From an optimization exercise on the open Yosys and OpenROAD flow, aimed at small area and a short achievable clock period; shortcuts taken in it are not production practice. The RTL was checked by simulation tests, not by an equivalence proof against the original design. Power is estimated from default activity; no workload was simulated.

==> flow/config.mk <==
export PLATFORM = sky130hd
export DESIGN_NAME = processing_element
export DESIGN_NICKNAME = processing_element
export VERILOG_FILES = /design/flow/design.v
export SDC_FILE = /design/flow/constraint.sdc
export NUM_CORES = 4
export LEC_CHECK = 0
export CAP_MARGIN = 20
export CORE_MARGIN = 2
export CORE_UTILIZATION = 40
export SETUP_SLACK_MARGIN = 2.5
export SLEW_MARGIN = 20
==> flow/standard.sh <==
#!/bin/bash
# synth_recipe.tcl (not shown) runs the flow's synth.tcl, then flattens the netlist and writes it again
# the make line also repeats each setting of config.mk as NAME=value (left out here)
make -C /OpenROAD-flow-scripts/flow DESIGN_CONFIG=/design/flow/config.mk WORK_HOME=/design/flow/orfs CLKGATE_MAP_FILE= SYNTH_SCRIPT=/design/flow/synth_recipe.tcl "${@:-finish}"
==> flow/design.v <==
module processing_element #(
        parameter DATA_WIDTH = 8,
        parameter ACC_WIDTH = 32
)(
        input logic clk,
        input logic rst_n,
        input logic [DATA_WIDTH-1:0] data_in,
        input logic [DATA_WIDTH-1:0] weight_in,
        input logic [ACC_WIDTH-1:0] partial_sum_in,
        input logic valid_in,
        input logic accumulate_en,
        input logic clear_acc,
        input logic use_partial_sum,
        output logic [DATA_WIDTH-1:0] data_out,
        output logic [DATA_WIDTH-1:0] weight_out,
        output logic [ACC_WIDTH-1:0] partial_sum_out,
        output logic valid_out
);
        logic [ACC_WIDTH-1:0] accumulator;
        logic [DATA_WIDTH-1:0] data_reg;
        logic [DATA_WIDTH-1:0] weight_reg;
        logic valid_reg;
        wire pp0_0 = data_in[0] & weight_in[0];
        wire pp0_1 = data_in[0] & weight_in[1];
        wire pp0_2 = data_in[0] & weight_in[2];
        wire pp0_3 = data_in[0] & weight_in[3];
        wire pp0_4 = data_in[0] & weight_in[4];
        wire pp0_5 = data_in[0] & weight_in[5];
        wire pp0_6 = data_in[0] & weight_in[6];
        wire pp0_7 = data_in[0] & weight_in[7];
        wire pp1_0 = data_in[1] & weight_in[0];
        wire pp1_1 = data_in[1] & weight_in[1];
        wire pp1_2 = data_in[1] & weight_in[2];
        wire pp1_3 = data_in[1] & weight_in[3];
        wire pp1_4 = data_in[1] & weight_in[4];
        wire pp1_5 = data_in[1] & weight_in[5];
        wire pp1_6 = data_in[1] & weight_in[6];
        wire pp1_7 = data_in[1] & weight_in[7];
        wire pp2_0 = data_in[2] & weight_in[0];
        wire pp2_1 = data_in[2] & weight_in[1];
        wire pp2_2 = data_in[2] & weight_in[2];
        wire pp2_3 = data_in[2] & weight_in[3];
        wire pp2_4 = data_in[2] & weight_in[4];
        wire pp2_5 = data_in[2] & weight_in[5];
        wire pp2_6 = data_in[2] & weight_in[6];
        wire pp2_7 = data_in[2] & weight_in[7];
        wire pp3_0 = data_in[3] & weight_in[0];
        wire pp3_1 = data_in[3] & weight_in[1];
        wire pp3_2 = data_in[3] & weight_in[2];
        wire pp3_3 = data_in[3] & weight_in[3];
        wire pp3_4 = data_in[3] & weight_in[4];
        wire pp3_5 = data_in[3] & weight_in[5];
        wire pp3_6 = data_in[3] & weight_in[6];
        wire pp3_7 = data_in[3] & weight_in[7];
        wire pp4_0 = data_in[4] & weight_in[0];
        wire pp4_1 = data_in[4] & weight_in[1];
        wire pp4_2 = data_in[4] & weight_in[2];
        wire pp4_3 = data_in[4] & weight_in[3];
        wire pp4_4 = data_in[4] & weight_in[4];
        wire pp4_5 = data_in[4] & weight_in[5];
        wire pp4_6 = data_in[4] & weight_in[6];
        wire pp4_7 = data_in[4] & weight_in[7];
        wire pp5_0 = data_in[5] & weight_in[0];
        wire pp5_1 = data_in[5] & weight_in[1];
        wire pp5_2 = data_in[5] & weight_in[2];
        wire pp5_3 = data_in[5] & weight_in[3];
        wire pp5_4 = data_in[5] & weight_in[4];
        wire pp5_5 = data_in[5] & weight_in[5];
        wire pp5_6 = data_in[5] & weight_in[6];
        wire pp5_7 = data_in[5] & weight_in[7];
        wire pp6_0 = data_in[6] & weight_in[0];
        wire pp6_1 = data_in[6] & weight_in[1];
        wire pp6_2 = data_in[6] & weight_in[2];
        wire pp6_3 = data_in[6] & weight_in[3];
        wire pp6_4 = data_in[6] & weight_in[4];
        wire pp6_5 = data_in[6] & weight_in[5];
        wire pp6_6 = data_in[6] & weight_in[6];
        wire pp6_7 = data_in[6] & weight_in[7];
        wire pp7_0 = data_in[7] & weight_in[0];
        wire pp7_1 = data_in[7] & weight_in[1];
        wire pp7_2 = data_in[7] & weight_in[2];
        wire pp7_3 = data_in[7] & weight_in[3];
        wire pp7_4 = data_in[7] & weight_in[4];
        wire pp7_5 = data_in[7] & weight_in[5];
        wire pp7_6 = data_in[7] & weight_in[6];
        wire pp7_7 = data_in[7] & weight_in[7];
        wire hs1 = pp0_6 ^ pp1_5;
        wire hc2 = pp0_6 & pp1_5;
        wire fs3 = pp0_7 ^ pp1_6 ^ pp2_5;
        wire fc4 = (pp0_7 & pp1_6) | (pp0_7 & pp2_5) | (pp1_6 & pp2_5);
        wire hs5 = pp3_4 ^ pp4_3;
        wire hc6 = pp3_4 & pp4_3;
        wire fs7 = pp1_7 ^ pp2_6 ^ pp3_5;
        wire fc8 = (pp1_7 & pp2_6) | (pp1_7 & pp3_5) | (pp2_6 & pp3_5);
        wire hs9 = pp4_4 ^ pp5_3;
        wire hc10 = pp4_4 & pp5_3;
        wire fs11 = pp2_7 ^ pp3_6 ^ pp4_5;
        wire fc12 = (pp2_7 & pp3_6) | (pp2_7 & pp4_5) | (pp3_6 & pp4_5);
        wire hs13 = pp0_4 ^ pp1_3;
        wire hc14 = pp0_4 & pp1_3;
        wire fs15 = pp0_5 ^ pp1_4 ^ pp2_3;
        wire fc16 = (pp0_5 & pp1_4) | (pp0_5 & pp2_3) | (pp1_4 & pp2_3);
        wire hs17 = pp3_2 ^ pp4_1;
        wire hc18 = pp3_2 & pp4_1;
        wire fs19 = hs1 ^ pp2_4 ^ pp3_3;
        wire fc20 = (hs1 & pp2_4) | (hs1 & pp3_3) | (pp2_4 & pp3_3);
        wire fs21 = pp4_2 ^ pp5_1 ^ pp6_0;
        wire fc22 = (pp4_2 & pp5_1) | (pp4_2 & pp6_0) | (pp5_1 & pp6_0);
        wire fs23 = hc2 ^ fs3 ^ hs5;
        wire fc24 = (hc2 & fs3) | (hc2 & hs5) | (fs3 & hs5);
        wire fs25 = pp5_2 ^ pp6_1 ^ pp7_0;
        wire fc26 = (pp5_2 & pp6_1) | (pp5_2 & pp7_0) | (pp6_1 & pp7_0);
        wire fs27 = fc4 ^ hc6 ^ fs7;
        wire fc28 = (fc4 & hc6) | (fc4 & fs7) | (hc6 & fs7);
        wire fs29 = hs9 ^ pp6_2 ^ pp7_1;
        wire fc30 = (hs9 & pp6_2) | (hs9 & pp7_1) | (pp6_2 & pp7_1);
        wire fs31 = fc8 ^ hc10 ^ fs11;
        wire fc32 = (fc8 & hc10) | (fc8 & fs11) | (hc10 & fs11);
        wire fs33 = pp5_4 ^ pp6_3 ^ pp7_2;
        wire fc34 = (pp5_4 & pp6_3) | (pp5_4 & pp7_2) | (pp6_3 & pp7_2);
        wire fs35 = fc12 ^ pp3_7 ^ pp4_6;
        wire fc36 = (fc12 & pp3_7) | (fc12 & pp4_6) | (pp3_7 & pp4_6);
        wire fs37 = pp5_5 ^ pp6_4 ^ pp7_3;
        wire fc38 = (pp5_5 & pp6_4) | (pp5_5 & pp7_3) | (pp6_4 & pp7_3);
        wire fs39 = pp4_7 ^ pp5_6 ^ pp6_5;
        wire fc40 = (pp4_7 & pp5_6) | (pp4_7 & pp6_5) | (pp5_6 & pp6_5);
        wire hs41 = pp0_3 ^ pp1_2;
        wire hc42 = pp0_3 & pp1_2;
        wire fs43 = hs13 ^ pp2_2 ^ pp3_1;
        wire fc44 = (hs13 & pp2_2) | (hs13 & pp3_1) | (pp2_2 & pp3_1);
        wire fs45 = hc14 ^ fs15 ^ hs17;
        wire fc46 = (hc14 & fs15) | (hc14 & hs17) | (fs15 & hs17);
        wire fs47 = fc16 ^ hc18 ^ fs19;
        wire fc48 = (fc16 & hc18) | (fc16 & fs19) | (hc18 & fs19);
        wire fs49 = fc20 ^ fc22 ^ fs23;
        wire fc50 = (fc20 & fc22) | (fc20 & fs23) | (fc22 & fs23);
        wire fs51 = fc24 ^ fc26 ^ fs27;
        wire fc52 = (fc24 & fc26) | (fc24 & fs27) | (fc26 & fs27);
        wire fs53 = fc28 ^ fc30 ^ fs31;
        wire fc54 = (fc28 & fc30) | (fc28 & fs31) | (fc30 & fs31);
        wire fs55 = fc32 ^ fc34 ^ fs35;
        wire fc56 = (fc32 & fc34) | (fc32 & fs35) | (fc34 & fs35);
        wire fs57 = fc36 ^ fc38 ^ fs39;
        wire fc58 = (fc36 & fc38) | (fc36 & fs39) | (fc38 & fs39);
        wire fs59 = fc40 ^ pp5_7 ^ pp6_6;
        wire fc60 = (fc40 & pp5_7) | (fc40 & pp6_6) | (pp5_7 & pp6_6);
        wire hs61 = pp0_2 ^ pp1_1;
        wire hc62 = pp0_2 & pp1_1;
        wire fs63 = hs41 ^ pp2_1 ^ pp3_0;
        wire fc64 = (hs41 & pp2_1) | (hs41 & pp3_0) | (pp2_1 & pp3_0);
        wire fs65 = hc42 ^ fs43 ^ pp4_0;
        wire fc66 = (hc42 & fs43) | (hc42 & pp4_0) | (fs43 & pp4_0);
        wire fs67 = fc44 ^ fs45 ^ pp5_0;
        wire fc68 = (fc44 & fs45) | (fc44 & pp5_0) | (fs45 & pp5_0);
        wire fs69 = fc46 ^ fs47 ^ fs21;
        wire fc70 = (fc46 & fs47) | (fc46 & fs21) | (fs47 & fs21);
        wire fs71 = fc48 ^ fs49 ^ fs25;
        wire fc72 = (fc48 & fs49) | (fc48 & fs25) | (fs49 & fs25);
        wire fs73 = fc50 ^ fs51 ^ fs29;
        wire fc74 = (fc50 & fs51) | (fc50 & fs29) | (fs51 & fs29);
        wire fs75 = fc52 ^ fs53 ^ fs33;
        wire fc76 = (fc52 & fs53) | (fc52 & fs33) | (fs53 & fs33);
        wire fs77 = fc54 ^ fs55 ^ fs37;
        wire fc78 = (fc54 & fs55) | (fc54 & fs37) | (fs55 & fs37);
        wire fs79 = fc56 ^ fs57 ^ pp7_4;
        wire fc80 = (fc56 & fs57) | (fc56 & pp7_4) | (fs57 & pp7_4);
        wire fs81 = fc58 ^ fs59 ^ pp7_5;
        wire fc82 = (fc58 & fs59) | (fc58 & pp7_5) | (fs59 & pp7_5);
        wire fs83 = fc60 ^ pp6_7 ^ pp7_6;
        wire fc84 = (fc60 & pp6_7) | (fc60 & pp7_6) | (pp6_7 & pp7_6);
        logic [28:0] prod_cs;
        wire [28:0] prod_cs_d;
        assign prod_cs_d[0] = pp0_0;
        assign prod_cs_d[1] = pp0_1;
        assign prod_cs_d[2] = pp1_0;
        assign prod_cs_d[3] = hs61;
        assign prod_cs_d[4] = pp2_0;
        assign prod_cs_d[5] = hc62;
        assign prod_cs_d[6] = fs63;
        assign prod_cs_d[7] = fc64;
        assign prod_cs_d[8] = fs65;
        assign prod_cs_d[9] = fc66;
        assign prod_cs_d[10] = fs67;
        assign prod_cs_d[11] = fc68;
        assign prod_cs_d[12] = fs69;
        assign prod_cs_d[13] = fc70;
        assign prod_cs_d[14] = fs71;
        assign prod_cs_d[15] = fc72;
        assign prod_cs_d[16] = fs73;
        assign prod_cs_d[17] = fc74;
        assign prod_cs_d[18] = fs75;
        assign prod_cs_d[19] = fc76;
        assign prod_cs_d[20] = fs77;
        assign prod_cs_d[21] = fc78;
        assign prod_cs_d[22] = fs79;
        assign prod_cs_d[23] = fc80;
        assign prod_cs_d[24] = fs81;
        assign prod_cs_d[25] = fc82;
        assign prod_cs_d[26] = fs83;
        assign prod_cs_d[27] = fc84;
        assign prod_cs_d[28] = pp7_7;
        always_ff @(posedge clk or negedge rst_n) begin
                if (!rst_n) begin
                        data_reg <= '0;
                        weight_reg <= '0;
                        valid_reg <= '0;
                end else begin
                        if (valid_in) begin
                                data_reg <= data_in;
                                weight_reg <= weight_in;
                        end
                        valid_reg <= valid_in;
                end
        end
        always_ff @(posedge clk) begin
                prod_cs <= prod_cs_d;
        end
        wire [15:0] pa_a = {1'b0, prod_cs[27], prod_cs[25], prod_cs[23], prod_cs[21], prod_cs[19], prod_cs[17], prod_cs[15], prod_cs[13], prod_cs[11], prod_cs[9], prod_cs[7], prod_cs[5], prod_cs[3], prod_cs[1], prod_cs[0]};
        wire [15:0] pa_b = {1'b0, prod_cs[28], prod_cs[26], prod_cs[24], prod_cs[22], prod_cs[20], prod_cs[18], prod_cs[16], prod_cs[14], prod_cs[12], prod_cs[10], prod_cs[8], prod_cs[6], prod_cs[4], prod_cs[2], 1'b0};
        wire [15:0] pa_s = pa_a + pa_b;
        wire hs85 = accumulator[0] ^ prod_cs[0];
        wire hc86 = accumulator[0] & prod_cs[0];
        wire fs87 = accumulator[1] ^ prod_cs[1] ^ prod_cs[2];
        wire fc88 = (accumulator[1] & prod_cs[1]) | (accumulator[1] & prod_cs[2]) | (prod_cs[1] & prod_cs[2]);
        wire fs89 = accumulator[2] ^ prod_cs[3] ^ prod_cs[4];
        wire fc90 = (accumulator[2] & prod_cs[3]) | (accumulator[2] & prod_cs[4]) | (prod_cs[3] & prod_cs[4]);
        wire fs91 = accumulator[3] ^ prod_cs[5] ^ prod_cs[6];
        wire fc92 = (accumulator[3] & prod_cs[5]) | (accumulator[3] & prod_cs[6]) | (prod_cs[5] & prod_cs[6]);
        wire fs93 = accumulator[4] ^ prod_cs[7] ^ prod_cs[8];
        wire fc94 = (accumulator[4] & prod_cs[7]) | (accumulator[4] & prod_cs[8]) | (prod_cs[7] & prod_cs[8]);
        wire fs95 = accumulator[5] ^ prod_cs[9] ^ prod_cs[10];
        wire fc96 = (accumulator[5] & prod_cs[9]) | (accumulator[5] & prod_cs[10]) | (prod_cs[9] & prod_cs[10]);
        wire fs97 = accumulator[6] ^ prod_cs[11] ^ prod_cs[12];
        wire fc98 = (accumulator[6] & prod_cs[11]) | (accumulator[6] & prod_cs[12]) | (prod_cs[11] & prod_cs[12]);
        wire fs99 = accumulator[7] ^ prod_cs[13] ^ prod_cs[14];
        wire fc100 = (accumulator[7] & prod_cs[13]) | (accumulator[7] & prod_cs[14]) | (prod_cs[13] & prod_cs[14]);
        wire fs101 = accumulator[8] ^ prod_cs[15] ^ prod_cs[16];
        wire fc102 = (accumulator[8] & prod_cs[15]) | (accumulator[8] & prod_cs[16]) | (prod_cs[15] & prod_cs[16]);
        wire fs103 = accumulator[9] ^ prod_cs[17] ^ prod_cs[18];
        wire fc104 = (accumulator[9] & prod_cs[17]) | (accumulator[9] & prod_cs[18]) | (prod_cs[17] & prod_cs[18]);
        wire fs105 = accumulator[10] ^ prod_cs[19] ^ prod_cs[20];
        wire fc106 = (accumulator[10] & prod_cs[19]) | (accumulator[10] & prod_cs[20]) | (prod_cs[19] & prod_cs[20]);
        wire fs107 = accumulator[11] ^ prod_cs[21] ^ prod_cs[22];
        wire fc108 = (accumulator[11] & prod_cs[21]) | (accumulator[11] & prod_cs[22]) | (prod_cs[21] & prod_cs[22]);
        wire fs109 = accumulator[12] ^ prod_cs[23] ^ prod_cs[24];
        wire fc110 = (accumulator[12] & prod_cs[23]) | (accumulator[12] & prod_cs[24]) | (prod_cs[23] & prod_cs[24]);
        wire fs111 = accumulator[13] ^ prod_cs[25] ^ prod_cs[26];
        wire fc112 = (accumulator[13] & prod_cs[25]) | (accumulator[13] & prod_cs[26]) | (prod_cs[25] & prod_cs[26]);
        wire fs113 = accumulator[14] ^ prod_cs[27] ^ prod_cs[28];
        wire fc114 = (accumulator[14] & prod_cs[27]) | (accumulator[14] & prod_cs[28]) | (prod_cs[27] & prod_cs[28]);
        wire [31:0] aa_a = {accumulator[31], accumulator[30], accumulator[29], accumulator[28], accumulator[27], accumulator[26], accumulator[25], accumulator[24], accumulator[23], accumulator[22], accumulator[21], accumulator[20], accumulator[19], accumulator[18], accumulator[17], accumulator[16], accumulator[15], fs113, fs111, fs109, fs107, fs105, fs103, fs101, fs99, fs97, fs95, fs93, fs91, fs89, fs87, hs85};
        wire [31:0] aa_b = {1'b0, 1'b0, 1'b0, 1'b0, 1'b0, 1'b0, 1'b0, 1'b0, 1'b0, 1'b0, 1'b0, 1'b0, 1'b0, 1'b0, 1'b0, 1'b0, fc114, fc112, fc110, fc108, fc106, fc104, fc102, fc100, fc98, fc96, fc94, fc92, fc90, fc88, hc86, 1'b0};
        wire [31:0] aa_s = aa_a + aa_b;
        wire [31:0] acc_sum = {aa_s[31], aa_s[30], aa_s[29], aa_s[28], aa_s[27], aa_s[26], aa_s[25], aa_s[24], aa_s[23], aa_s[22], aa_s[21], aa_s[20], aa_s[19], aa_s[18], aa_s[17], aa_s[16], aa_s[15], aa_s[14], aa_s[13], aa_s[12], aa_s[11], aa_s[10], aa_s[9], aa_s[8], aa_s[7], aa_s[6], aa_s[5], aa_s[4], aa_s[3], aa_s[2], aa_s[1], aa_s[0]};
        wire [31:0] prod_ext = {16'b0, pa_s[15], pa_s[14], pa_s[13], pa_s[12], pa_s[11], pa_s[10], pa_s[9], pa_s[8], pa_s[7], pa_s[6], pa_s[5], pa_s[4], pa_s[3], pa_s[2], pa_s[1], pa_s[0]};
        wire [31:0] acc_next = !valid_reg ? accumulator : accumulate_en ? acc_sum : prod_ext;
        always_ff @(posedge clk or negedge rst_n) begin
                if (!rst_n)
                        accumulator <= '0;
                else
                        accumulator <= clear_acc ? '0 : acc_next;
        end
        wire [31:0] oa_a = {(partial_sum_in[31] & use_partial_sum), (partial_sum_in[30] & use_partial_sum), (partial_sum_in[29] & use_partial_sum), (partial_sum_in[28] & use_partial_sum), (partial_sum_in[27] & use_partial_sum), (partial_sum_in[26] & use_partial_sum), (partial_sum_in[25] & use_partial_sum), (partial_sum_in[24] & use_partial_sum), (partial_sum_in[23] & use_partial_sum), (partial_sum_in[22] & use_partial_sum), (partial_sum_in[21] & use_partial_sum), (partial_sum_in[20] & use_partial_sum), (partial_sum_in[19] & use_partial_sum), (partial_sum_in[18] & use_partial_sum), (partial_sum_in[17] & use_partial_sum), (partial_sum_in[16] & use_partial_sum), (partial_sum_in[15] & use_partial_sum), (partial_sum_in[14] & use_partial_sum), (partial_sum_in[13] & use_partial_sum), (partial_sum_in[12] & use_partial_sum), (partial_sum_in[11] & use_partial_sum), (partial_sum_in[10] & use_partial_sum), (partial_sum_in[9] & use_partial_sum), (partial_sum_in[8] & use_partial_sum), (partial_sum_in[7] & use_partial_sum), (partial_sum_in[6] & use_partial_sum), (partial_sum_in[5] & use_partial_sum), (partial_sum_in[4] & use_partial_sum), (partial_sum_in[3] & use_partial_sum), (partial_sum_in[2] & use_partial_sum), (partial_sum_in[1] & use_partial_sum), (partial_sum_in[0] & use_partial_sum)};
        wire [31:0] oa_b = {accumulator[31], accumulator[30], accumulator[29], accumulator[28], accumulator[27], accumulator[26], accumulator[25], accumulator[24], accumulator[23], accumulator[22], accumulator[21], accumulator[20], accumulator[19], accumulator[18], accumulator[17], accumulator[16], accumulator[15], accumulator[14], accumulator[13], accumulator[12], accumulator[11], accumulator[10], accumulator[9], accumulator[8], accumulator[7], accumulator[6], accumulator[5], accumulator[4], accumulator[3], accumulator[2], accumulator[1], accumulator[0]};
        wire [31:0] oa_s = oa_a + oa_b;
        wire [31:0] psum_next = {oa_s[31], oa_s[30], oa_s[29], oa_s[28], oa_s[27], oa_s[26], oa_s[25], oa_s[24], oa_s[23], oa_s[22], oa_s[21], oa_s[20], oa_s[19], oa_s[18], oa_s[17], oa_s[16], oa_s[15], oa_s[14], oa_s[13], oa_s[12], oa_s[11], oa_s[10], oa_s[9], oa_s[8], oa_s[7], oa_s[6], oa_s[5], oa_s[4], oa_s[3], oa_s[2], oa_s[1], oa_s[0]};
        always_ff @(posedge clk or negedge rst_n) begin
                if (!rst_n) begin
                        partial_sum_out <= '0;
                        data_out <= '0;
                        weight_out <= '0;
                        valid_out <= '0;
                end else begin
                        partial_sum_out <= psum_next;
                        data_out <= data_reg;
                        weight_out <= weight_reg;
                        valid_out <= valid_reg;
                end
        end
endmodule
==> flow/constraint.sdc <==
create_clock -name core_clock -period 5.5 [get_ports {clk}]
set_input_delay 1.1000 -clock core_clock [delete_from_list [all_inputs] [get_ports {clk}]]
set_output_delay 1.1000 -clock core_clock [all_outputs]
set_load 0.01 [all_outputs]
==> flow/flow/run.sh <==
#!/bin/bash
# Layout flow: the standard ORFS flow (standard.sh), with the port
# buffers made from plain buffers instead of the delay buffers
# buffer_ports picks on its own, and power (and area) recovery on
# paths with slack after global routing.
set -euo pipefail
cd "$(dirname "$0")/.."
bash standard.sh finish \
  "BUFFER_PORTS_ARGS=-buffer_cell sky130_fd_sc_hd__buf_2" \
  > flow_standard.log 2>&1
==> results of run 1 <==
[per-layer routing]
| metal | vias to the layer above | global-route usage (%) | wire (um) |
|---|---|---|---|
| li1 | 3445 | - | - |
| met1 | 3379 | 25.7 | 10200 |
| met2 | 164 | 28.5 | 9720 |
| met3 | 15 | 3.20 | 905 |
| met4 | 0 | 5.07 | 242 |
| met5 | - | 0 | 0 |
[synth_stat cells (24+ instances only)]
master	count
dfrtp_1	98
and2_1	85
ha_1	68
nand2_1	66
nor2_1	55
fa_1	52
inv_1	45
o21ai_0	43
a21oi_1	42
dfxtp_1	29
nand3_1	29
xnor2_1	27
a21o_1	26
a211oi_1	24
[placed cells by master, fill, tap and decap left out, types with 5 or more instances in the layout]
master,count
a211oi_1,20
a21o_1,26
a21oi_1,37
a31oi_1,12
and2_1,76
and2_4,9
buf_2,92
buf_4,16
buf_6,11
clkbuf_16,19
dfrtp_1,95
dfxtp_1,29
fa_1,42
fa_2,10
ha_1,54
ha_2,7
ha_4,7
inv_1,43
inv_6,6
mux2_2,16
mux2i_1,5
nand2_1,60
nand3_1,25
nand4_1,8
nor2_1,54
nor3_1,17
nor4_1,7
o211ai_1,7
o21a_1,7
o21ai_0,36
o21ai_1,5
o21bai_1,5
or2_2,5
or4_1,5
xnor2_1,27
xor2_1,19
[worst paths after layout]
| kind | startpoint | to | slack [ps] |
|---|---|---|---|
| setup / recovery | weight_in[6] | prod_cs[18] | 2470 |
| min in group asynchronous | rst_n | accumulator[2] | 770 |
| max in group asynchronous | rst_n | partial_sum_out[21] | 3850 |
| hold reg to reg | data_reg[0] | data_out[0] | 370 |
| setup reg to reg | accumulator[1] | accumulator[15] | 2500 |
| hold / removal | data_reg[0] | data_out[0] | 370 |
[kinds of logic after synthesis]
group	Yosys count	share of synthesized area (%)
DFF	127	34.2
buffers and inverters	70	2.99
xor gates and xnor gates	46	4.54
adders and majority gates	120	21.3
AOI/OAI and AO/OA	219	17.2
and+or+nand+nor	298	17.3
muxes	21	2.59
[power by group]
| group | switching [mW] | internal (mW) |
|---|---|---|
| registers | 0.115 | 1.09 |
| clock network | 0.494 | 0.599 |
| logic | 1.07 | 0.875 |
[stage by stage]
step	utilization, %	hold slack, ps
5_1_grt	49.8	388
2_1_floorplan	-	350
4_1_cts	48.4	372
6_report	49.8	369
3_5_place_dp	44.8	361
3_3_place_gp	44.8	356
[repair_timing]
action,CTS,global route
setup endpoints to repair,39,32
gates resized for setup,39,49
pin swaps,22,29
buffers inserted,10,7
gates cloned,0,2
[cell type report]
class                           count  area (um2)
Timing Repair Buffer              124         817
Tap cell                          280         350
Multi-Input combinational cell    704        5930
Inverter                           45         169
Clock buffer                       17         425
Clock inverter                     15         144
Sequential cell                   127        3040
Fill cell                        2029       11000
==> impl_metrics.csv, run 1 <==
group,metric,value,unit
grt,grt_pass1_vias,6871,
logic_synthesis,synth_top_area_cell,"dfrtp_1",
power,total_power,4.24,mW
routing,post_drt_wl_per_cell,16.0,um
setup_path,crit_required,5860,ps
power,power_density,390,nW/um2
setup_path,cp_slowest_cell,"fa_2",
setup_path,worst_setup_path_start_kind,"input pin",
setup_path,critPathMaxFanout,9,
power,vdd_drop_max,0.299,mV
placed_design,globalplace.congestion,0.861,
worst_hold_path,min_path_cells,0,
timing,grt_setup_unrepaired,"yes",
cells_and_area,drive_gt1_share,25.1,%
timing,period_share,55.0,%
cts,cts_sinks,127,
grt,grt-ovfl-total,0,
setup_path,r2r_cells,11,
placed_design,place_ws,1720,ps
cts,clkLatencyLatePin,430,ps
cts,cts_tree,"yes",
logic_synthesis,postSynthAreaPerCell,9.86,um2
setup_path,worstPathArrival,3390,ps
die,fp-row-count,54,
cts,cts_hold_buf,0,
setup_path,path_buf_inv,3,
logic_synthesis,synth_nets,1075,
die,ios,103,
placed_design,dp_hpwl,15600,um
cells_and_area,syn2layout_area_growth,22.4,%
logic_synthesis,synth_top_cell_area_share,27.6,%
cts,cts_buffers,17,
setup_path,critPathMaxStageDelay,510,ps
die,dieArea,23400,um2
cts,clock_path_buffers,2,
die,dieWidth,153,um
logic_synthesis,synth_seq_area_share,34.2,%
grt,grt_pass1_wl,34300,um
timing,setup_slack,2470,ps
die,core,21800,um2
setup_path,cp_top_family,"adder cells",
grt,grt_max_degree,69,
cells_and_area,nets,1193,
cells_and_area,n_antenna_cell,0,
timing,slew_headroom,40.5,%
setup_path,crit_chain,"buf_6, and2_4, fa_2, fa_1, inv_1, fa_1, inv_1, fa_2",
routing,avgViaCountPerCell,5.34,
timing,fmax,330,MHz
grt,antenna_found_initial,0,
die,die_h,153,um
placed_design,dp.cells,1260,
logic_synthesis,synth_area,8880,um2
routing,wirelength,21000,um
grt,grtUsageTotal,18.1,%
logic_synthesis,synthDistinctLibCells,68,
power,p_leak,5.05,nW
placed_design,numPortBuffers,102,
logic_synthesis,synthArstFlopShare,77.2,%
worst_hold_path,min_path_type,"reg -> reg",
timing,max_slew.worst_pin.slew,892,ps
timing,finalCriticalPeriod,3030,ps
logic_synthesis,syn_inst,901,
die,initial_core_util,40.7,%
setup_path,path_class,"in -> reg",
setup_path,cp_num_cells,8,
cts,cts_root_buf,"clkbuf_16",
setup_path,endpoint_kind,"register",
routing,firstDrtPassIters,4,
cts,clk_pin_slew,70,ps
timing,hold_viol,0,
placed_design,dpl_cell_area,9780,um2
cells_and_area,stdcell_area,10900,um2
cells_and_area,fin_cells,1312,
routing,drt-initial-drc-count,257,
logic_synthesis,synth-seq-cells,127,
logic_synthesis,synthFlopType,"dfrtp_1",
routing,drc_errors,0,
timing,finalSetupTns,0,ps
routing,ant_nets,0,
flow_run,cap_violations,0,
timing,drv_slew,0,
timing,final-setup-viol-count,0,
cts,htreeDepth,4,
logic_synthesis,ys.warnings.count,1,
timing,finClkSkew,12.3,ps
logic_synthesis,synth-edff-count,0,
cells_and_area,largest_registers,"accumulator x32, partial_sum_out x32, prod_cs x29",
status,status,"no timing/DRC/antenna violations",
logic_synthesis,synth.area.top_cells,"dfrtp_1 28%, fa_1 12%, ha_1 9.6%",
routing,vias,7003,
==> run 2: changes to the inputs <==
--- a/flow/design.v
+++ b/flow/design.v
@@ -102,72 +102,72 @@
         wire fc16 = (pp0_5 & pp1_4) | (pp0_5 & pp2_3) | (pp1_4 & pp2_3);
         wire hs17 = pp3_2 ^ pp4_1;
         wire hc18 = pp3_2 & pp4_1;
-        wire fs19 = hs1 ^ pp2_4 ^ pp3_3;
-        wire fc20 = (hs1 & pp2_4) | (hs1 & pp3_3) | (pp2_4 & pp3_3);
-        wire fs21 = pp4_2 ^ pp5_1 ^ pp6_0;
-        wire fc22 = (pp4_2 & pp5_1) | (pp4_2 & pp6_0) | (pp5_1 & pp6_0);
-        wire fs23 = hc2 ^ fs3 ^ hs5;
-        wire fc24 = (hc2 & fs3) | (hc2 & hs5) | (fs3 & hs5);
-        wire fs25 = pp5_2 ^ pp6_1 ^ pp7_0;
-        wire fc26 = (pp5_2 & pp6_1) | (pp5_2 & pp7_0) | (pp6_1 & pp7_0);
-        wire fs27 = fc4 ^ hc6 ^ fs7;
-        wire fc28 = (fc4 & hc6) | (fc4 & fs7) | (hc6 & fs7);
-        wire fs29 = hs9 ^ pp6_2 ^ pp7_1;
-        wire fc30 = (hs9 & pp6_2) | (hs9 & pp7_1) | (pp6_2 & pp7_1);
-        wire fs31 = fc8 ^ hc10 ^ fs11;
-        wire fc32 = (fc8 & hc10) | (fc8 & fs11) | (hc10 & fs11);
-        wire fs33 = pp5_4 ^ pp6_3 ^ pp7_2;
-        wire fc34 = (pp5_4 & pp6_3) | (pp5_4 & pp7_2) | (pp6_3 & pp7_2);
-        wire fs35 = fc12 ^ pp3_7 ^ pp4_6;
-        wire fc36 = (fc12 & pp3_7) | (fc12 & pp4_6) | (pp3_7 & pp4_6);
-        wire fs37 = pp5_5 ^ pp6_4 ^ pp7_3;
-        wire fc38 = (pp5_5 & pp6_4) | (pp5_5 & pp7_3) | (pp6_4 & pp7_3);
+        wire fs19 = pp2_4 ^ pp3_3 ^ pp4_2;
+        wire fc20 = (pp2_4 & pp3_3) | (pp2_4 & pp4_2) | (pp3_3 & pp4_2);
+        wire fs21 = pp5_1 ^ pp6_0 ^ hs1;
+        wire fc22 = (pp5_1 & pp6_0) | (pp5_1 & hs1) | (pp6_0 & hs1);
+        wire fs23 = pp5_2 ^ pp6_1 ^ pp7_0;
+        wire fc24 = (pp5_2 & pp6_1) | (pp5_2 & pp7_0) | (pp6_1 & pp7_0);
+        wire fs25 = hc2 ^ hs5 ^ fs3;
+        wire fc26 = (hc2 & hs5) | (hc2 & fs3) | (hs5 & fs3);
+        wire fs27 = pp6_2 ^ pp7_1 ^ hc6;
+        wire fc28 = (pp6_2 & pp7_1) | (pp6_2 & hc6) | (pp7_1 & hc6);
+        wire fs29 = hs9 ^ fc4 ^ fs7;
+        wire fc30 = (hs9 & fc4) | (hs9 & fs7) | (fc4 & fs7);
+        wire fs31 = pp5_4 ^ pp6_3 ^ pp7_2;
+        wire fc32 = (pp5_4 & pp6_3) | (pp5_4 & pp7_2) | (pp6_3 & pp7_2);
+        wire fs33 = hc10 ^ fc8 ^ fs11;
+        wire fc34 = (hc10 & fc8) | (hc10 & fs11) | (fc8 & fs11);
+        wire fs35 = pp3_7 ^ pp4_6 ^ pp5_5;
+        wire fc36 = (pp3_7 & pp4_6) | (pp3_7 & pp5_5) | (pp4_6 & pp5_5);
+        wire fs37 = pp6_4 ^ pp7_3 ^ fc12;
+        wire fc38 = (pp6_4 & pp7_3) | (pp6_4 & fc12) | (pp7_3 & fc12);
         wire fs39 = pp4_7 ^ pp5_6 ^ pp6_5;
         wire fc40 = (pp4_7 & pp5_6) | (pp4_7 & pp6_5) | (pp5_6 & pp6_5);
         wire hs41 = pp0_3 ^ pp1_2;
         wire hc42 = pp0_3 & pp1_2;
-        wire fs43 = hs13 ^ pp2_2 ^ pp3_1;
-        wire fc44 = (hs13 & pp2_2) | (hs13 & pp3_1) | (pp2_2 & pp3_1);
-        wire fs45 = hc14 ^ fs15 ^ hs17;
-        wire fc46 = (hc14 & fs15) | (hc14 & hs17) | (fs15 & hs17);
-        wire fs47 = fc16 ^ hc18 ^ fs19;
-        wire fc48 = (fc16 & hc18) | (fc16 & fs19) | (hc18 & fs19);
-        wire fs49 = fc20 ^ fc22 ^ fs23;
-        wire fc50 = (fc20 & fc22) | (fc20 & fs23) | (fc22 & fs23);
-        wire fs51 = fc24 ^ fc26 ^ fs27;
-        wire fc52 = (fc24 & fc26) | (fc24 & fs27) | (fc26 & fs27);
-        wire fs53 = fc28 ^ fc30 ^ fs31;
-        wire fc54 = (fc28 & fc30) | (fc28 & fs31) | (fc30 & fs31);
-        wire fs55 = fc32 ^ fc34 ^ fs35;
-        wire fc56 = (fc32 & fc34) | (fc32 & fs35) | (fc34 & fs35);
-        wire fs57 = fc36 ^ fc38 ^ fs39;
-        wire fc58 = (fc36 & fc38) | (fc36 & fs39) | (fc38 & fs39);
-        wire fs59 = fc40 ^ pp5_7 ^ pp6_6;
-        wire fc60 = (fc40 & pp5_7) | (fc40 & pp6_6) | (pp5_7 & pp6_6);
+        wire fs43 = pp2_2 ^ pp3_1 ^ pp4_0;
+        wire fc44 = (pp2_2 & pp3_1) | (pp2_2 & pp4_0) | (pp3_1 & pp4_0);
+        wire fs45 = pp5_0 ^ hc14 ^ hs17;
+        wire fc46 = (pp5_0 & hc14) | (pp5_0 & hs17) | (hc14 & hs17);
+        wire fs47 = hc18 ^ fc16 ^ fs19;
+        wire fc48 = (hc18 & fc16) | (hc18 & fs19) | (fc16 & fs19);
+        wire fs49 = fc20 ^ fs23 ^ fc22;
+        wire fc50 = (fc20 & fs23) | (fc20 & fc22) | (fs23 & fc22);
+        wire fs51 = fc24 ^ fs27 ^ fc26;
+        wire fc52 = (fc24 & fs27) | (fc24 & fc26) | (fs27 & fc26);
+        wire fs53 = fs31 ^ fc28 ^ fc30;
+        wire fc54 = (fs31 & fc28) | (fs31 & fc30) | (fc28 & fc30);
+        wire fs55 = fc32 ^ fs35 ^ fc34;
+        wire fc56 = (fc32 & fs35) | (fc32 & fc34) | (fs35 & fc34);
+        wire fs57 = pp7_4 ^ fc36 ^ fs39;
+        wire fc58 = (pp7_4 & fc36) | (pp7_4 & fs39) | (fc36 & fs39);
+        wire fs59 = pp5_7 ^ pp6_6 ^ pp7_5;
+        wire fc60 = (pp5_7 & pp6_6) | (pp5_7 & pp7_5) | (pp6_6 & pp7_5);
         wire hs61 = pp0_2 ^ pp1_1;
         wire hc62 = pp0_2 & pp1_1;
-        wire fs63 = hs41 ^ pp2_1 ^ pp3_0;
-        wire fc64 = (hs41 & pp2_1) | (hs41 & pp3_0) | (pp2_1 & pp3_0);
-        wire fs65 = hc42 ^ fs43 ^ pp4_0;
-        wire fc66 = (hc42 & fs43) | (hc42 & pp4_0) | (fs43 & pp4_0);
-        wire fs67 = fc44 ^ fs45 ^ pp5_0;
-        wire fc68 = (fc44 & fs45) | (fc44 & pp5_0) | (fs45 & pp5_0);
-        wire fs69 = fc46 ^ fs47 ^ fs21;
-        wire fc70 = (fc46 & fs47) | (fc46 & fs21) | (fs47 & fs21);
-        wire fs71 = fc48 ^ fs49 ^ fs25;
-        wire fc72 = (fc48 & fs49) | (fc48 & fs25) | (fs49 & fs25);
-        wire fs73 = fc50 ^ fs51 ^ fs29;
-        wire fc74 = (fc50 & fs51) | (fc50 & fs29) | (fs51 & fs29);
-        wire fs75 = fc52 ^ fs53 ^ fs33;
-        wire fc76 = (fc52 & fs53) | (fc52 & fs33) | (fs53 & fs33);
-        wire fs77 = fc54 ^ fs55 ^ fs37;
-        wire fc78 = (fc54 & fs55) | (fc54 & fs37) | (fs55 & fs37);
-        wire fs79 = fc56 ^ fs57 ^ pp7_4;
-        wire fc80 = (fc56 & fs57) | (fc56 & pp7_4) | (fs57 & pp7_4);
-        wire fs81 = fc58 ^ fs59 ^ pp7_5;
-        wire fc82 = (fc58 & fs59) | (fc58 & pp7_5) | (fs59 & pp7_5);
-        wire fs83 = fc60 ^ pp6_7 ^ pp7_6;
-        wire fc84 = (fc60 & pp6_7) | (fc60 & pp7_6) | (pp6_7 & pp7_6);
+        wire fs63 = pp2_1 ^ pp3_0 ^ hs41;
+        wire fc64 = (pp2_1 & pp3_0) | (pp2_1 & hs41) | (pp3_0 & hs41);
+        wire fs65 = hc42 ^ hs13 ^ fs43;
+        wire fc66 = (hc42 & hs13) | (hc42 & fs43) | (hs13 & fs43);
+        wire fs67 = fc44 ^ fs15 ^ fs45;
+        wire fc68 = (fc44 & fs15) | (fc44 & fs45) | (fs15 & fs45);
+        wire fs69 = fc46 ^ fs21 ^ fs47;
+        wire fc70 = (fc46 & fs21) | (fc46 & fs47) | (fs21 & fs47);
+        wire fs71 = fc48 ^ fs25 ^ fs49;
+        wire fc72 = (fc48 & fs25) | (fc48 & fs49) | (fs25 & fs49);
+        wire fs73 = fs29 ^ fc50 ^ fs51;
+        wire fc74 = (fs29 & fc50) | (fs29 & fs51) | (fc50 & fs51);
+        wire fs75 = fs33 ^ fc52 ^ fs53;
+        wire fc76 = (fs33 & fc52) | (fs33 & fs53) | (fc52 & fs53);
+        wire fs77 = fs37 ^ fc54 ^ fs55;
+        wire fc78 = (fs37 & fc54) | (fs37 & fs55) | (fc54 & fs55);
+        wire fs79 = fc38 ^ fs57 ^ fc56;
+        wire fc80 = (fc38 & fs57) | (fc38 & fc56) | (fs57 & fc56);
+        wire fs81 = fc40 ^ fs59 ^ fc58;
+        wire fc82 = (fc40 & fs59) | (fc40 & fc58) | (fs59 & fc58);
+        wire fs83 = pp6_7 ^ pp7_6 ^ fc60;
+        wire fc84 = (pp6_7 & pp7_6) | (pp6_7 & fc60) | (pp7_6 & fc60);
         logic [28:0] prod_cs;
         wire [28:0] prod_cs_d;
         assign prod_cs_d[0] = pp0_0;
@@ -263,7 +263,8 @@
         wire [31:0] oa_a = {(partial_sum_in[31] & use_partial_sum), (partial_sum_in[30] & use_partial_sum), (partial_sum_in[29] & use_partial_sum), (partial_sum_in[28] & use_partial_sum), (partial_sum_in[27] & use_partial_sum), (partial_sum_in[26] & use_partial_sum), (partial_sum_in[25] & use_partial_sum), (partial_sum_in[24] & use_partial_sum), (partial_sum_in[23] & use_partial_sum), (partial_sum_in[22] & use_partial_sum), (partial_sum_in[21] & use_partial_sum), (partial_sum_in[20] & use_partial_sum), (partial_sum_in[19] & use_partial_sum), (partial_sum_in[18] & use_partial_sum), (partial_sum_in[17] & use_partial_sum), (partial_sum_in[16] & use_partial_sum), (partial_sum_in[15] & use_partial_sum), (partial_sum_in[14] & use_partial_sum), (partial_sum_in[13] & use_partial_sum), (partial_sum_in[12] & use_partial_sum), (partial_sum_in[11] & use_partial_sum), (partial_sum_in[10] & use_partial_sum), (partial_sum_in[9] & use_partial_sum), (partial_sum_in[8] & use_partial_sum), (partial_sum_in[7] & use_partial_sum), (partial_sum_in[6] & use_partial_sum), (partial_sum_in[5] & use_partial_sum), (partial_sum_in[4] & use_partial_sum), (partial_sum_in[3] & use_partial_sum), (partial_sum_in[2] & use_partial_sum), (partial_sum_in[1] & use_partial_sum), (partial_sum_in[0] & use_partial_sum)};
         wire [31:0] oa_b = {accumulator[31], accumulator[30], accumulator[29], accumulator[28], accumulator[27], accumulator[26], accumulator[25], accumulator[24], accumulator[23], accumulator[22], accumulator[21], accumulator[20], accumulator[19], accumulator[18], accumulator[17], accumulator[16], accumulator[15], accumulator[14], accumulator[13], accumulator[12], accumulator[11], accumulator[10], accumulator[9], accumulator[8], accumulator[7], accumulator[6], accumulator[5], accumulator[4], accumulator[3], accumulator[2], accumulator[1], accumulator[0]};
         wire [31:0] oa_s = oa_a + oa_b;
-        wire [31:0] psum_next = {oa_s[31], oa_s[30], oa_s[29], oa_s[28], oa_s[27], oa_s[26], oa_s[25], oa_s[24], oa_s[23], oa_s[22], oa_s[21], oa_s[20], oa_s[19], oa_s[18], oa_s[17], oa_s[16], oa_s[15], oa_s[14], oa_s[13], oa_s[12], oa_s[11], oa_s[10], oa_s[9], oa_s[8], oa_s[7], oa_s[6], oa_s[5], oa_s[4], oa_s[3], oa_s[2], oa_s[1], oa_s[0]};
+        wire [31:0] psum_add = {oa_s[31], oa_s[30], oa_s[29], oa_s[28], oa_s[27], oa_s[26], oa_s[25], oa_s[24], oa_s[23], oa_s[22], oa_s[21], oa_s[20], oa_s[19], oa_s[18], oa_s[17], oa_s[16], oa_s[15], oa_s[14], oa_s[13], oa_s[12], oa_s[11], oa_s[10], oa_s[9], oa_s[8], oa_s[7], oa_s[6], oa_s[5], oa_s[4], oa_s[3], oa_s[2], oa_s[1], oa_s[0]};
+        wire [31:0] psum_next = psum_add;
         always_ff @(posedge clk or negedge rst_n) begin
                 if (!rst_n) begin
                         partial_sum_out <= '0;
==> flow/flow/run.sh (replaced) <==
#!/bin/bash
set -euo pipefail
cd "$(dirname "$0")/.."
bash standard.sh finish \
  "BUFFER_PORTS_ARGS=-buffer_cell sky130_fd_sc_hd__buf_2" \
  "CTS_ARGS=-sink_clustering_enable -repair_clock_nets -dont_use_dummy_load" \
  > flow_standard.log 2>&1
==> run 2 against run 1 <==
  * Final area decreased by 3.4%
  * Sequential power about the same
  * Global-route usage decreased by 0.39 points
  * Critical path type unchanged
  * Largest power group unchanged
==> impl_metrics.csv, run 2 <==
group,metric,value,unit
placed_design,dp_hpwl,15600,um
logic_synthesis,synth_area,8840,um2
logic_synthesis,synth_nets,1074,
logic_synthesis,synth_adder_area_share,21.4,%
cells_and_area,largest_registers,"accumulator x32, partial_sum_out x32, prod_cs x29",
logic_synthesis,synth_top_cell_area_share,27.7,%
logic_synthesis,synth_seq_area_share,34.3,%
power,total_power,3.77,mW
setup_path,r2r_slack,2620,ps
die,die_h,153,um
cells_and_area,nets,1180,
timing,drv_slew,0,
timing,slew_headroom,44.7,%
routing,wirelength,20200,um
timing,grt_setup_unrepaired,"yes",
cts,cts_tree,"yes",
setup_path,r2r_cells,10,
cts,cts_sinks,127,
setup_path,worstPathArrival,3290,ps
routing,ant_nets,0,
logic_synthesis,synth-compound-area-share,17.8,%
cells_and_area,stdcell_area,10500,um2
cells_and_area,fin_cells,1284,
routing,avgViaCountPerCell,5.24,
cts,clock_path_buffers,2,
die,dieWidth,153,um
cts,cts_root_buf,"clkbuf_16",
timing,finalCriticalPeriod,2940,ps
setup_path,path_class,"in -> reg",
logic_synthesis,synthMostInstantiatedCell,"dfrtp_1",
timing,final-setup-viol-count,0,
logic_synthesis,synth-xor-area-share,4.26,%
routing,post_drt_wl_per_cell,15.7,um
setup_path,crit_required,5850,ps
placed_design,dp.cells,1263,
routing,drc_errors,0,
die,core,21800,um2
grt,grt-ovfl-total,0,
setup_path,critPathMaxStageDelay,520,ps
die,ios,103,
logic_synthesis,synth_simple_gate_area_share,16.2,%
timing,hold_viol,0,
die,dieArea,23300,um2
grt,grtUsageTotal,17.7,%
logic_synthesis,synth.area.top_cells,"dfrtp_1 28%, fa_1 12%, ha_1 9.6%",
logic_synthesis,syn_inst,900,
cts,clk_pin_slew,50,ps
placed_design,dpl_cell_area,9850,um2
cells_and_area,syn2layout_area_growth,18.7,%
timing,max_slew.worst_pin.slew,827,ps
setup_path,critPathMaxFanout,9,
routing,drt-initial-drc-count,315,
logic_synthesis,synthMuxAreaShare,2.73,%
routing,vias,6725,
power,power_density,359,nW/um2
placed_design,numPortBuffers,102,
routing,firstDrtPassIters,4,
grt,grt_max_degree,60,
cts,htreeDepth,4,
cts,clkLatencyLatePin,410,ps
placed_design,globalplace.congestion,0.857,
timing,finClkSkew,21.4,ps
logic_synthesis,synthArstFlopShare,77.2,%
cts,cts_hold_buf,0,
setup_path,cp_common_cell,"fa_2",
setup_path,worst_setup_path_start_kind,"input pin",
die,fp-row-count,54,
cells_and_area,final_cell_mix,"97 x dfrtp_1, 92 x buf_2, 70 x and2_1, 65 x nand2_1, 58 x nor2_1",
logic_synthesis,ys.warnings.count,1,
setup_path,cp_slowest_cell,"fa_2",
logic_synthesis,yosys-top-cells-count,"98 x dfrtp_1, 74 x and2_1, 69 x nand2_1",
logic_synthesis,synth-seq-cells,127,
grt,grt_pass1_vias,6731,
worst_hold_path,min_path_type,"reg -> reg",
worst_hold_path,min_path_cells,0,
logic_synthesis,synthFlopType,"dfrtp_1",
timing,period_share,53.5,%
logic_synthesis,postSynthAreaPerCell,9.82,um2
power,p_leak,5.07,nW
grt,antenna_found_initial,0,
status,status,"no timing/DRC/antenna violations",
timing,fmax,340,MHz
cells_and_area,utilization,48.3,%
die,initial_core_util,40.6,%
setup_path,endpoint_kind,"register",
logic_synthesis,synth-edff-count,0,
logic_synthesis,synth_top_area_cell,"dfrtp_1",
power,vdd_drop_max,0.292,mV
cells_and_area,drive_gt1_share,22.2,%
cells_and_area,n_antenna_cell,0,
logic_synthesis,synthDistinctLibCells,70,
cells_and_area,mostFrequentLayoutCell,"dfrtp_1",
cts,cts_buffers,17,
logic_synthesis,synth_top_family_by_area,"adder cells",
setup_path,crit_chain,"clkbuf_4, nand2_1, fa_1, fa_2, fa_2, inv_1, fa_2",
flow_run,cap_violations,0,
grt,grt_pass1_wl,33500,um
timing,finalSetupTns,0,ps
## run 2: cell families (layout without fill, tap and decap cells)
group,Yosys count,count (layout)
AO/OA/AOI/OAI,231,231
XOR/XNOR,43,43
adder cells (fa/ha/maj),120,120
buffers and inverters,77,181
flip-flops,127,127
multiplexers,22,22
AND/OR/NAND/NOR,280,280
## run 2: path summary, 6_finish.rpt
path	start	to
setup / recovery	weight_in[5]	prod_cs[20]
hold / removal	data_reg[0]	data_out[0]
setup reg to reg	accumulator[1]	accumulator[23]
hold reg to reg	data_reg[0]	data_out[0]
max in group asynchronous	rst_n	accumulator[19]
min in group asynchronous	rst_n	partial_sum_out[1]
## run 2: through the flow
step / hold slack, ps / worst slack [ps]
2_1_floorplan: 350 / 2280
3_3_place_gp: 355 / 1670
3_5_place_dp: 360 / 1640
4_1_cts: 373 / 2480
5_1_grt: 376 / 2490
6_report: 371 / 2560
## run 2: metal layers
metal | GRT usage [%] | routed length, um | up-vias
met4 | 3.92 | 158 | 0
met3 | 3.53 | 896 | 11
li1 | - | - | 3375
met1 | 24.6 | 9990 | 3199
met2 | 28.7 | 9100 | 140
met5 | 0 | 0 | -
## run 2: critical path, delay by kind of cell
family                     cells  cell delay (ps)
adders and majority gates      4             1880
buffers and inverters          2              220
and+or+nand+nor                1               90
## run 2: cell type report
type	instances	area, um2
inverter	55	206
timing repair buffer	109	626
tap	280	350
clock buffer	17	425
multi-input combinational	696	5860
fill	2058	11300
sequential	127	3030
## run 2: repair_timing
| action | 4_1_cts | 5_1_grt |
|---|---|---|
| gates resized for setup | 15 | 30 |
| endpoints found under the setup margin | 31 | 32 |
| pin swaps | 4 | 8 |
| gates cloned | 0 | 1 |
| setup buffers | 0 | 3 |
## run 2: power breakdown
group | internal, mW | switching [mW] | leakage [nW]
clock | 0.531 | 0.337 | 0.209
combinational | 0.754 | 0.940 | 3.39
sequential | 1.09 | 0.117 | 1.47
==> run 3: changes to the inputs <==
==> flow/flow/run.sh (replaced) <==
#!/bin/bash
set -euo pipefail
cd "$(dirname "$0")/.."
bash standard.sh finish \
  "BUFFER_PORTS_ARGS=-buffer_cell sky130_fd_sc_hd__buf_2" \
  "CTS_ARGS=-sink_clustering_enable -repair_clock_nets -dont_use_dummy_load -buf_list {sky130_fd_sc_hd__clkbuf_8}" \
  > flow_standard.log 2>&1
==> run 3 against run 2 <==
  * Sequential cell count is the same
  * Routed wire length decreased by 1.6%
  * First-iteration DRC count is 15% lower
==> impl_metrics.csv, run 3 <==
group,metric,value,unit
status,status,"no timing/DRC/antenna violations",
logic_synthesis,synth-seq-cells,127,
routing,drc_errors,0,
logic_synthesis,synth_nets,1074,
cts,htreeDepth,4,
routing,vias,6706,
cells_and_area,final_cell_mix,"97 x dfrtp_1, 96 x buf_2, 70 x and2_1, 65 x nand2_1",
power,intPower,2.11,mW
cts,cts_buffers,17,
cells_and_area,mostFrequentLayoutCell,"dfrtp_1",
cells_and_area,stdcell_area,10200,um2
die,fp-row-count,54,
setup_path,cp_slowest_cell,"fa_2",
placed_design,globalplace.congestion,0.857,
placed_design,place_ws,1640,ps
timing,period_share,53.4,%
setup_path,crit_chain,"buf_2, nand2_1, fa_1, fa_2, fa_2, inv_1, fa_2",
cells_and_area,drive_gt1_share,21.8,%
setup_path,worstPathArrival,3310,ps
logic_synthesis,synth_seq_area_share,34.3,%
timing,finalSetupTns,0,ps
logic_synthesis,synthMostInstantiatedCell,"dfrtp_1",
die,dieArea,23300,um2
logic_synthesis,synthFlopType,"dfrtp_1",
grt,grt_max_degree,60,
logic_synthesis,synth_top_area_cell,"dfrtp_1",
cts,clk_pin_slew,60,ps
routing,ant_nets,0,
logic_synthesis,synthArstFlopShare,77.2,%
cts,cts_tree,"yes",
power,pwr-share-clk,16.3,%
logic_synthesis,ys.warnings.count,1,
logic_synthesis,synth-edff-count,0,
placed_design,dp_hpwl,15600,um
timing,hold_viol,0,
logic_synthesis,synth.area.top_cells,"dfrtp_1 28%, fa_1 12%, ha_1 9.6%",
cells_and_area,regArea,3030,um2
routing,firstDrtPassIters,5,
logic_synthesis,synthMuxAreaShare,2.73,%
logic_synthesis,syn_inst,900,
power,swShare,39.0,%
placed_design,dpl_cell_area,9850,um2
grt,antenna_found_initial,0,
setup_path,path_buf_inv,2,
routing,wirelength,19800,um
timing,setup_slack,2560,ps
setup_path,cp_common_cell,"fa_2",
power,seqPwrFrac,34.8,%
routing,drt-initial-drc-count,269,
logic_synthesis,yosys-top-cells-count,"98 x dfrtp_1, 74 x and2_1, 69 x nand2_1",
cells_and_area,n_antenna_cell,0,
power,comb_power_share,48.9,%
setup_path,endpoint_kind,"register",
timing,grt_setup_unrepaired,"yes",
logic_synthesis,synth_top_cell_area_share,27.7,%
flow_run,cap_violations,0,
grt,grtUsageTotal,17.6,%
timing,slew_headroom,45.0,%
setup_path,crit_required,5870,ps
timing,fmax,340,MHz
grt,grt_pass1_wl,33300,um
grt,grt-ovfl-total,0,
logic_synthesis,synth-xor-area-share,4.26,%
cts,cts_sinks,127,
cells_and_area,largest_registers,"accumulator x32, partial_sum_out x32, prod_cs x29",
logic_synthesis,postSynthAreaPerCell,9.82,um2
setup_path,worst_setup_path_start_kind,"input pin",
cells_and_area,nets,1179,
logic_synthesis,synth_simple_gate_area_share,16.2,%
routing,avgViaCountPerCell,5.23,
cts,clock_path_buffers,2,
cells_and_area,utilization,47.1,%
setup_path,path_class,"in -> reg",
power,power_density,338,nW/um2
die,core,21800,um2
power,total_power,3.46,mW
die,ios,103,
logic_synthesis,synth_adder_area_share,21.4,%
power,p_switching,1.35,mW
timing,finClkSkew,28.2,ps
timing,drv_slew,0,
cts,cts_root_buf,"clkbuf_8",
setup_path,critPathMaxFanout,9,
timing,finalCriticalPeriod,2940,ps
logic_synthesis,synth-compound-area-share,17.8,%
cts,clkLatencyLatePin,430,ps
routing,post_drt_wl_per_cell,15.5,um
cells_and_area,multiInputGateArea,5840,um2
die,die_h,153,um
worst_hold_path,min_path_type,"reg -> reg",
grt,grt_pass1_vias,6734,
power,vdd_drop_max,0.219,mV
cells_and_area,syn2layout_area_growth,15.9,%
power,p_leak,4.96,nW
cells_and_area,nFillCells,2090,
setup_path,cp_top_family,"adder cells",
setup_path,critPathMaxStageDelay,520,ps
logic_synthesis,synth_area,8840,um2
timing,final-setup-viol-count,0,
placed_design,numPortBuffers,102,
die,dieWidth,153,um
logic_synthesis,synthDistinctLibCells,70,
timing,max_slew.worst_pin.slew,822,ps
logic_synthesis,synth_top_family_by_area,"adder cells",
die,initial_core_util,40.6,%
-- run 3: repair_timing --
action | in CTS | in global routing
setup buffers | 1 | 2
pin swaps | 4 | 6
setup endpoints to repair | 28 | 32
gates resized for setup | 13 | 21
hold buffers | 0 | 0
-- run 3: worst paths after layout --
check | start | to | slack (ps) | cells after the start
setup / recovery | data_in[4] | prod_cs[20] | 2560 | 7
hold / removal | weight_reg[5] | weight_out[5] | 370 | 0
setup reg to reg | accumulator[1] | accumulator[15] | 2640 | 10
hold reg to reg | weight_reg[5] | weight_out[5] | 370 | 0
max in group asynchronous | rst_n | accumulator[11] | 3760 | 2
min in group asynchronous | rst_n | accumulator[1] | 740 | 1
-- run 3: layout make-up --
cell class	count	area share [%]
multi-input cells	696	57.0
flip-flops and latches	127	29.6
inverters	55	2.01
repair buffers	108	5.69
well taps	280	3.42
clock buffers	17	2.28
-- run 3: cells by family (layout without fill, tap and decap cells) --
family	count (synthesis)	after routing
flip-flops	127	127
adder cells (fa/ha/maj)	120	120
AND/OR/NAND/NOR	280	280
XOR/XNOR	43	43
AO/OA/AOI/OAI	231	231
buffers and inverters	77	180
multiplexers	22	22
-- run 3: power by group through the flow --
stage,clock network (mW),logic [mW],registers [mW]
2_1_floorplan,0,1.24,1.22
3_3_place_gp,0,1.62,1.22
3_5_place_dp,0,1.63,1.22
4_1_cts,0.593,1.67,1.20
5_1_grt,0.629,1.92,1.23
6_report,0.566,1.69,1.20
-- run 3: metal layers --
metal	part of all wire, %	vias up	track usage, %
met4	0.95	0	4.10
met3	4.4	15	3.44
li1	-	3373	-
met5	0	-	0
met2	45	141	28.5
met1	50	3177	24.4
-- run 3: per-stage QoR --
| stage | instances | hold slack, ps |
|---|---|---|
| finish | 1283 | 371 |
| global route | 1283 | 380 |
| CTS | 1281 | 375 |
| detailed placement | 1263 | 360 |
| global placement | 1263 | 355 |
| floorplan | 900 | 350 |

-- static timing again, ports no longer ideal --
The results above use ideal ports. As a check the final layouts listed here were re-extracted and re-timed, cells and wires unchanged. Step 1, drivers: a clkbuf_16 drives clk and a buf_2 each remaining input, both assumed. Step 2 also shifts input and output timing later by t, the mid clock arrival at the registers, as if the neighbouring blocks saw the same clock. a / b / c = no drivers / after step 1 / after step 2; a / b = the first two.
run	shift t [ns]	setup slack, ns	worst hold slack (ns)	worst setup path at the end
run 1	0.465	2.473 / 2.451 / 1.987	0.369 / 0.369 / 0.369	input to register
run 2	0.447	2.560 / 2.546 / 2.099	0.371 / 0.371 / 0.371	input to register
run 3	0.460	2.561 / 2.548 / 2.088	0.371 / 0.371 / 0.371	input to register
After both steps setup and hold are still met in every run listed. For run 1, which loses most, drivers alone change the setup slack by -0.022 ns; drivers and shift together by -0.486 ns.
